Background: an optimization exercise with open tools, aiming at small area. Do not read the settings as production practice. The RTL was checked by simulation tests, not by an equivalence proof against the original design. No activity file was given, so power comes from the tool's default toggle rates.

==> trial 25 <==
==> flow/design.v (excerpt) <==
module apb_wrapper #(parameter
            ADDR_WIDTH = 16,
            DATA_WIDTH = 32 )
(
    input   logic                       pclk,
    input   logic                       preset_n,
    input   logic                       tx_valid,
    input   logic   [1:0]               tx_encode,
    input   logic   [ADDR_WIDTH-1:0]    tx_addr,
    input   logic   [DATA_WIDTH-1:0]    tx_wdata,
    output  logic   [DATA_WIDTH-1:0]    tx_rdata,
    output  logic                       tx_rvalid,
    output  logic                       Intr ,            
    input   logic                       Tx_done_i,       
    input   logic                       Rx_done_i,
    input   logic                       Arb_done_i
    );
    localparam [3:0] OP_RZERO = 4'd9;
    localparam [3:0] OP_WST   = 4'd10;
    localparam [3:0] OP_WIE   = 4'd11;
    localparam [3:0] OP_NONE  = 4'd15;
    reg         s_setup;
    reg         s_acc;
    reg  [4:0]  op;
    reg  [16:0] cfg0;
    reg  [20:0] cfg1;
    reg  [31:0] cfg4, cfg5, cfg6, cfg7, cfg8;
    reg  [6:0]  vld;             
    reg  [2:0]  status_reg;
    reg  [2:0]  intr_en;
    wire        req    = tx_valid & ~tx_encode[1];
    wire        take   = req & ~s_setup;
    wire        is_wr  = tx_encode[0];
    wire        in_map = (tx_addr[15:6] == 10'd0) && (tx_addr[1:0] == 2'b00)
                         && (~tx_addr[5] || (tx_addr[4:2] == 3'b000));
    wire [3:0]  idx    = tx_addr[5:2];
    wire        err    = (tx_addr > 16'h0020);
    wire        wtake  = take & is_wr & in_map;
    wire        we0 = wtake && (idx == 4'd0);
    wire        we1 = wtake && (idx == 4'd1);
    wire        we4 = wtake && (idx == 4'd4);
    wire        we5 = wtake && (idx == 4'd5);
    wire        we6 = wtake && (idx == 4'd6);
    wire        we7 = wtake && (idx == 4'd7);
    wire        we8 = wtake && (idx == 4'd8);
    reg  [4:0]  op_next;
    always @(*) begin
        if (is_wr) begin
            if (in_map && idx[3:1] == 3'd1) op_next = {1'b1, idx[0], tx_wdata[2:0]};
            else                            op_next = {1'b0, OP_NONE};
        end else begin
            if (in_map)                     op_next = {1'b0, idx};
            else if (err)                   op_next = {1'b0, OP_NONE};
            else                            op_next = {1'b0, OP_RZERO};
        end
    end
    always @(posedge pclk or negedge preset_n) begin
  ...
==> module apb_wrapper, before the edit <==
module apb_wrapper #(parameter
            ADDR_WIDTH = 16,
            DATA_WIDTH = 32 )
(
    input   logic                       pclk,
    input   logic                       preset_n,
    input   logic                       tx_valid,
    input   logic   [1:0]               tx_encode,
    input   logic   [ADDR_WIDTH-1:0]    tx_addr,
    input   logic   [DATA_WIDTH-1:0]    tx_wdata,
    output  logic   [DATA_WIDTH-1:0]    tx_rdata,
    output  logic                       tx_rvalid,
    output  logic                       Intr ,            
    input   logic                       Tx_done_i,       
    input   logic                       Rx_done_i,
    input   logic                       Arb_done_i
    );
    localparam [3:0] OP_RZERO = 4'd9;
    localparam [3:0] OP_WST   = 4'd10;
    localparam [3:0] OP_WIE   = 4'd11;
    localparam [3:0] OP_NONE  = 4'd15;
    reg         s_setup;
    reg         s_acc;
    reg  [4:0]  op;
    reg  [16:0] cfg0;
    reg  [20:0] cfg1;
    reg  [31:0] cfg4, cfg5, cfg6, cfg7, cfg8;
    reg  [6:0]  vld;             
    reg  [2:0]  status_reg;
    reg  [2:0]  intr_en;
    wire        req    = tx_valid & ~tx_encode[1];
    wire        take   = req & ~s_setup;
    wire        is_wr  = tx_encode[0];
    wire        in_map = (tx_addr[15:6] == 10'd0) && (tx_addr[1:0] == 2'b00)
                         && (~tx_addr[5] || (tx_addr[4:2] == 3'b000));
    wire [3:0]  idx    = tx_addr[5:2];
    wire        err    = (tx_addr > 16'h0020);
    wire        wtake  = take & is_wr & in_map;
    wire        we0 = wtake && (idx == 4'd0);
    wire        we1 = wtake && (idx == 4'd1);
    wire        we4 = wtake && (idx == 4'd4);
    wire        we5 = wtake && (idx == 4'd5);
    wire        we6 = wtake && (idx == 4'd6);
    wire        we7 = wtake && (idx == 4'd7);
    wire        we8 = wtake && (idx == 4'd8);
    reg  [4:0]  op_next;
    always @(*) begin
        if (is_wr) begin
            if (in_map && idx[3:1] == 3'd1) op_next = {1'b1, idx[0], tx_wdata[2:0]};
            else                            op_next = {1'b0, OP_NONE};
        end else begin
            if (in_map)                     op_next = {1'b0, idx};
            else if (err)                   op_next = {1'b0, OP_NONE};
            else                            op_next = {1'b0, OP_RZERO};
        end
    end
    always @(posedge pclk or negedge preset_n) begin
        if (~preset_n) begin
            s_setup <= 1'b0;
            s_acc   <= 1'b0;
        end else begin
            s_setup <= take;
            s_acc   <= s_setup;
        end
    end
    always @(posedge pclk) begin
        if (~s_setup) begin
            op  <= op_next;
        end
    end
    always @(posedge pclk) begin
        if (we0) cfg0 <= {tx_wdata[24:16], tx_wdata[7:0]};
        if (we1) cfg1 <= tx_wdata[20:0];
        if (we4) cfg4 <= tx_wdata;
        if (we5) cfg5 <= tx_wdata;
        if (we6) cfg6 <= tx_wdata;
        if (we7) cfg7 <= tx_wdata;
        if (we8) cfg8 <= tx_wdata;
    end
    always @(posedge pclk or negedge preset_n) begin
        if (~preset_n) vld <= 7'b0;
        else           vld <= vld | {we8, we7, we6, we5, we4, we1, we0};
    end
    wire acc_rst = s_acc && (op == 5'd2);
    wire acc_wst = s_acc && op[4] && !op[3];
    wire acc_wie = s_acc && op[4] && op[3];
    wire [2:0] wd3 = op[2:0];
    always @(posedge pclk or negedge preset_n) begin
        if (~preset_n) begin
            status_reg <= 3'b0;
            intr_en    <= 3'b0;
        end else begin
            if (acc_rst)      status_reg <= 3'b0;
            else if (acc_wst) status_reg <= status_reg & ~wd3;
            else              status_reg <= {Arb_done_i, Rx_done_i, Tx_done_i};
            if (acc_wie)      intr_en    <= wd3;
        end
    end
    assign Intr = |(status_reg & intr_en);
    wire lo   = ~op[3];
    wire sel0 = lo && op[2:0] == 3'd0 && vld[0];
    wire sel1 = lo && op[2:0] == 3'd1 && vld[1];
    wire sel2 = lo && op[2:0] == 3'd2;
    wire sel3 = lo && op[2:0] == 3'd3;
    wire sel4 = lo && op[2:0] == 3'd4 && vld[2];
    wire sel5 = lo && op[2:0] == 3'd5 && vld[3];
    wire sel6 = lo && op[2:0] == 3'd6 && vld[4];
    wire sel7 = lo && op[2:0] == 3'd7 && vld[5];
    wire sel8 = op[3] && !op[0] && vld[6];
    wire [31:0] rmux =
          ({32{sel0}} & {7'b0, cfg0[16:8], 8'b0, cfg0[7:0]})
        | ({32{sel1}} & {11'b0, cfg1})
        | ({32{sel2}} & {29'b0, status_reg})
        | ({32{sel3}} & {29'b0, intr_en})
        | ({32{sel4}} & cfg4)
        | ({32{sel5}} & cfg5)
        | ({32{sel6}} & cfg6)
        | ({32{sel7}} & cfg7)
        | ({32{sel8}} & cfg8);
    always @(posedge pclk) begin
        tx_rdata <= rmux;
    end
    always @(posedge pclk or negedge preset_n) begin
        if (~preset_n) tx_rvalid <= 1'b0;
        else           tx_rvalid <= s_acc && !op[4] && !(op[3] && op[1]);
    end
endmodule
==> flow/config.mk <==
export PLATFORM = sky130hd
export DESIGN_NAME = apb_wrapper
export DESIGN_NICKNAME = apb_wrapper
export VERILOG_FILES = /design/flow/design.v
export SDC_FILE = /design/flow/constraint.sdc
export NUM_CORES = 4
export LEC_CHECK = 0
export CAP_MARGIN = 0
export CORE_MARGIN = 2
export CORE_UTILIZATION = 70
export SLEW_MARGIN = 0
==> flow/constraint.sdc <==
create_clock -name core_clock -period 5.0 [get_ports {pclk}]
set_input_delay 1.0000 -clock core_clock [delete_from_list [all_inputs] [get_ports {pclk}]]
set_output_delay 1.0000 -clock core_clock [all_outputs]
set_load 0.01 [all_outputs]
standard.sh (not shown) runs the stock make flow with config.mk's settings and CLKGATE_MAP_FILE= SYNTH_SCRIPT=/design/flow/synth_recipe.tcl, a recipe that flattens the netlist after the stock synthesis.
==> flow/flow/run.sh <==
#!/bin/bash
# The standard layout (standard.sh: unchanged synthesis and ORFS steps) with
# two changes made through ORFS's own variables:
#  * the port buffers that global placement inserts (one per input and output
#    port, as in the standard flow) use the smallest buffer cell, buf_1;
#  * clock tree synthesis uses clkbuf_8 for clusters of up to 20 sinks and
#    inserts no dummy loads. The tree is still built by TritonCTS, balanced
#    for all registers alike; no register's clock is skewed on purpose.
# make's full output goes to flow_make.log here; each ORFS step also writes its
# own log under orfs/logs/.
set -euo pipefail
export BUFFER_PORTS_ARGS="-buffer_cell sky130_fd_sc_hd__buf_1"
export CTS_ARGS="-sink_clustering_enable -repair_clock_nets -sink_clustering_size 20 -sink_clustering_max_diameter 60 -buf_list sky130_fd_sc_hd__clkbuf_8 -dont_use_dummy_load"
bash standard.sh > flow_make.log 2>&1
==> inputs of build 32, as changes to trial 25 <==
--- a/flow/design.v
+++ b/flow/design.v
@@ -23,3 +23,4 @@
     reg         s_acc;
-    reg  [4:0]  op;
+    reg  [3:0]  op;
+    reg  [2:0]  wd3;
     reg  [16:0] cfg0;
@@ -45,11 +46,12 @@
     wire        we8 = wtake && (idx == 4'd8);
-    reg  [4:0]  op_next;
+    reg  [3:0]  op_next;
     always @(*) begin
         if (is_wr) begin
-            if (in_map && idx[3:1] == 3'd1) op_next = {1'b1, idx[0], tx_wdata[2:0]};
-            else                            op_next = {1'b0, OP_NONE};
+            if (in_map && idx == 4'd2)      op_next = OP_WST;
+            else if (in_map && idx == 4'd3) op_next = OP_WIE;
+            else                            op_next = OP_NONE;
         end else begin
-            if (in_map)                     op_next = {1'b0, idx};
-            else if (err)                   op_next = {1'b0, OP_NONE};
-            else                            op_next = {1'b0, OP_RZERO};
+            if (in_map)                     op_next = idx;
+            else if (err)                   op_next = OP_NONE;
+            else                            op_next = OP_RZERO;
         end
@@ -68,2 +70,3 @@
             op  <= op_next;
+            wd3 <= tx_wdata[2:0];
         end
@@ -83,6 +86,5 @@
     end
-    wire acc_rst = s_acc && (op == 5'd2);
-    wire acc_wst = s_acc && op[4] && !op[3];
-    wire acc_wie = s_acc && op[4] && op[3];
-    wire [2:0] wd3 = op[2:0];
+    wire acc_rst = s_acc && (op == 4'd2);
+    wire acc_wst = s_acc && (op == OP_WST);
+    wire acc_wie = s_acc && (op == OP_WIE);
     always @(posedge pclk or negedge preset_n) begin
@@ -99,22 +101,12 @@
     assign Intr = |(status_reg & intr_en);
-    wire lo   = ~op[3];
-    wire sel0 = lo && op[2:0] == 3'd0 && vld[0];
-    wire sel1 = lo && op[2:0] == 3'd1 && vld[1];
-    wire sel2 = lo && op[2:0] == 3'd2;
-    wire sel3 = lo && op[2:0] == 3'd3;
-    wire sel4 = lo && op[2:0] == 3'd4 && vld[2];
-    wire sel5 = lo && op[2:0] == 3'd5 && vld[3];
-    wire sel6 = lo && op[2:0] == 3'd6 && vld[4];
-    wire sel7 = lo && op[2:0] == 3'd7 && vld[5];
-    wire sel8 = op[3] && !op[0] && vld[6];
     wire [31:0] rmux =
-          ({32{sel0}} & {7'b0, cfg0[16:8], 8'b0, cfg0[7:0]})
-        | ({32{sel1}} & {11'b0, cfg1})
-        | ({32{sel2}} & {29'b0, status_reg})
-        | ({32{sel3}} & {29'b0, intr_en})
-        | ({32{sel4}} & cfg4)
-        | ({32{sel5}} & cfg5)
-        | ({32{sel6}} & cfg6)
-        | ({32{sel7}} & cfg7)
-        | ({32{sel8}} & cfg8);
+          ({32{op == 4'd0 && vld[0]}} & {7'b0, cfg0[16:8], 8'b0, cfg0[7:0]})
+        | ({32{op == 4'd1 && vld[1]}} & {11'b0, cfg1})
+        | ({32{op == 4'd2}}           & {29'b0, status_reg})
+        | ({32{op == 4'd3}}           & {29'b0, intr_en})
+        | ({32{op == 4'd4 && vld[2]}} & cfg4)
+        | ({32{op == 4'd5 && vld[3]}} & cfg5)
+        | ({32{op == 4'd6 && vld[4]}} & cfg6)
+        | ({32{op == 4'd7 && vld[5]}} & cfg7)
+        | ({32{op == 4'd8 && vld[6]}} & cfg8);
     always @(posedge pclk) begin
@@ -124,3 +116,3 @@
         if (~preset_n) tx_rvalid <= 1'b0;
-        else           tx_rvalid <= s_acc && !op[4] && !(op[3] && op[1]);
+        else           tx_rvalid <= s_acc && !(op[3] && op[1]);
     end
==> flow/run.sh (new file) <==
#!/bin/bash
# synth_recipe.tcl (not shown) runs the flow's synth.tcl, then flattens the netlist and writes it again
# the make line also repeats each setting of config.mk as NAME=value (left out here)
make -C /OpenROAD-flow-scripts/flow DESIGN_CONFIG=/design/flow/config.mk WORK_HOME=/design/flow/orfs CLKGATE_MAP_FILE= SYNTH_SCRIPT=/design/flow/synth_recipe.tcl finish
- ABC_AREA: default -> 1
- CAP_MARGIN: 0 -> 20
- CORE_UTILIZATION: 70 -> 40
- SLEW_MARGIN: 0 -> 20
removed: flow/flow/run.sh
removed: flow/standard.sh
==> inputs of build 22, as changes to trial 25 <==
--- a/flow/design.v
+++ b/flow/design.v
@@ -23,3 +23,4 @@
     reg         s_acc;
-    reg  [4:0]  op;
+    reg  [3:0]  op;
+    reg  [2:0]  wd3;
     reg  [16:0] cfg0;
@@ -45,11 +46,12 @@
     wire        we8 = wtake && (idx == 4'd8);
-    reg  [4:0]  op_next;
+    reg  [3:0]  op_next;
     always @(*) begin
         if (is_wr) begin
-            if (in_map && idx[3:1] == 3'd1) op_next = {1'b1, idx[0], tx_wdata[2:0]};
-            else                            op_next = {1'b0, OP_NONE};
+            if (in_map && idx == 4'd2)      op_next = OP_WST;
+            else if (in_map && idx == 4'd3) op_next = OP_WIE;
+            else                            op_next = OP_NONE;
         end else begin
-            if (in_map)                     op_next = {1'b0, idx};
-            else if (err)                   op_next = {1'b0, OP_NONE};
-            else                            op_next = {1'b0, OP_RZERO};
+            if (in_map)                     op_next = idx;
+            else if (err)                   op_next = OP_NONE;
+            else                            op_next = OP_RZERO;
         end
@@ -68,2 +70,3 @@
             op  <= op_next;
+            wd3 <= tx_wdata[2:0];
         end
@@ -83,6 +86,5 @@
     end
-    wire acc_rst = s_acc && (op == 5'd2);
-    wire acc_wst = s_acc && op[4] && !op[3];
-    wire acc_wie = s_acc && op[4] && op[3];
-    wire [2:0] wd3 = op[2:0];
+    wire acc_rst = s_acc && (op == 4'd2);
+    wire acc_wst = s_acc && (op == OP_WST);
+    wire acc_wie = s_acc && (op == OP_WIE);
     always @(posedge pclk or negedge preset_n) begin
@@ -99,22 +101,12 @@
     assign Intr = |(status_reg & intr_en);
-    wire lo   = ~op[3];
-    wire sel0 = lo && op[2:0] == 3'd0 && vld[0];
-    wire sel1 = lo && op[2:0] == 3'd1 && vld[1];
-    wire sel2 = lo && op[2:0] == 3'd2;
-    wire sel3 = lo && op[2:0] == 3'd3;
-    wire sel4 = lo && op[2:0] == 3'd4 && vld[2];
-    wire sel5 = lo && op[2:0] == 3'd5 && vld[3];
-    wire sel6 = lo && op[2:0] == 3'd6 && vld[4];
-    wire sel7 = lo && op[2:0] == 3'd7 && vld[5];
-    wire sel8 = op[3] && !op[0] && vld[6];
     wire [31:0] rmux =
-          ({32{sel0}} & {7'b0, cfg0[16:8], 8'b0, cfg0[7:0]})
-        | ({32{sel1}} & {11'b0, cfg1})
-        | ({32{sel2}} & {29'b0, status_reg})
-        | ({32{sel3}} & {29'b0, intr_en})
-        | ({32{sel4}} & cfg4)
-        | ({32{sel5}} & cfg5)
-        | ({32{sel6}} & cfg6)
-        | ({32{sel7}} & cfg7)
-        | ({32{sel8}} & cfg8);
+          ({32{op == 4'd0 && vld[0]}} & {7'b0, cfg0[16:8], 8'b0, cfg0[7:0]})
+        | ({32{op == 4'd1 && vld[1]}} & {11'b0, cfg1})
+        | ({32{op == 4'd2}}           & {29'b0, status_reg})
+        | ({32{op == 4'd3}}           & {29'b0, intr_en})
+        | ({32{op == 4'd4 && vld[2]}} & cfg4)
+        | ({32{op == 4'd5 && vld[3]}} & cfg5)
+        | ({32{op == 4'd6 && vld[4]}} & cfg6)
+        | ({32{op == 4'd7 && vld[5]}} & cfg7)
+        | ({32{op == 4'd8 && vld[6]}} & cfg8);
     always @(posedge pclk) begin
@@ -124,3 +116,3 @@
         if (~preset_n) tx_rvalid <= 1'b0;
-        else           tx_rvalid <= s_acc && !op[4] && !(op[3] && op[1]);
+        else           tx_rvalid <= s_acc && !(op[3] && op[1]);
     end
==> flow/run.sh (new file) <==
#!/bin/bash
# synth_recipe.tcl (not shown) runs the flow's synth.tcl, then flattens the netlist and writes it again
# the make line also repeats each setting of config.mk as NAME=value (left out here)
make -C /OpenROAD-flow-scripts/flow DESIGN_CONFIG=/design/flow/config.mk WORK_HOME=/design/flow/orfs CLKGATE_MAP_FILE= SYNTH_SCRIPT=/design/flow/synth_recipe.tcl finish
- CAP_MARGIN: 0 -> 20
- CORE_UTILIZATION: 70 -> 40
- SLEW_MARGIN: 0 -> 20
removed: flow/flow/run.sh
removed: flow/standard.sh
==> notes.md <==
                                               build 22      build 32     trial 25
Multi-Input Combinational                           221           383          200
Fill cells                                         1791          2032          688
R2r endpoint                                tx_rdata[6]  tx_rdata[16]  tx_rdata[5]
Fin Clk Skew                                 0.00915 ns    0.00588 ns    0.0328 ns
Power share of the sequential group               53.1%         55.1%        71.5%
Clock sink count                                    253           253          251
Total area of sequential cells                7200 um^2     7200 um^2    7140 um^2
Clk_buf instances                                    38            37           16
Met3 global-route usage                           2.50%         2.69%        3.09%
Part of the power in combinational logic           2.0%          2.2%         2.0%
Synthesized area                              8910 um^2     9350 um^2    8720 um^2
Clock-net power                               0.00193 W     0.00177 W   0.000839 W
Multi-input logic portion of the cell area        14.5%         15.7%        15.5%
Die area                                     23500 um^2    24600 um^2   13400 um^2
Worst reg2reg path depth                              5             6            4
Run status             no timing/DRC/antenna violations  no timing/DRC/antenna violations  no timing/DRC/antenna violations
Comb power                                  0.0000875 W   0.0000891 W  0.0000630 W
Global-route usage over all layers                16.0%         16.1%        25.1%
Via-to-Cell Ratio                                  5.49          4.85         6.35

[afterwards: timing with drivers on the ports]
How much do the figures lean on ideal ports? The routed layouts below were timed once more, with nothing changed but the port constraints.
Step 1, drivers: a clkbuf_16 drives pclk and a buf_2 each remaining input, both assumed.
Step 2 also shifts input and output timing later by t, the mid clock arrival at the registers, as if the neighbouring blocks saw the same clock.
a / b / c = no drivers / after step 1 / after step 2; a / b = the first two.
run | t, ns | setup slack, ns | worst data-port slew with drivers (ns) | cell pins on the clock port's net
trial 25 | 0.516 | 2.301 / 2.310 / 1.794 | 0.05 | 1
build 32 | 0.556 | 1.780 / 1.796 / 1.241 | 0.05 | 1
build 22 | 0.567 | 1.817 / 1.841 / 1.274 | 0.04 | 1
After both steps every run listed still meets setup and hold. The setup slack of build 22, which loses most, moves by +0.024 ns with the drivers and by -0.543 ns with both steps.
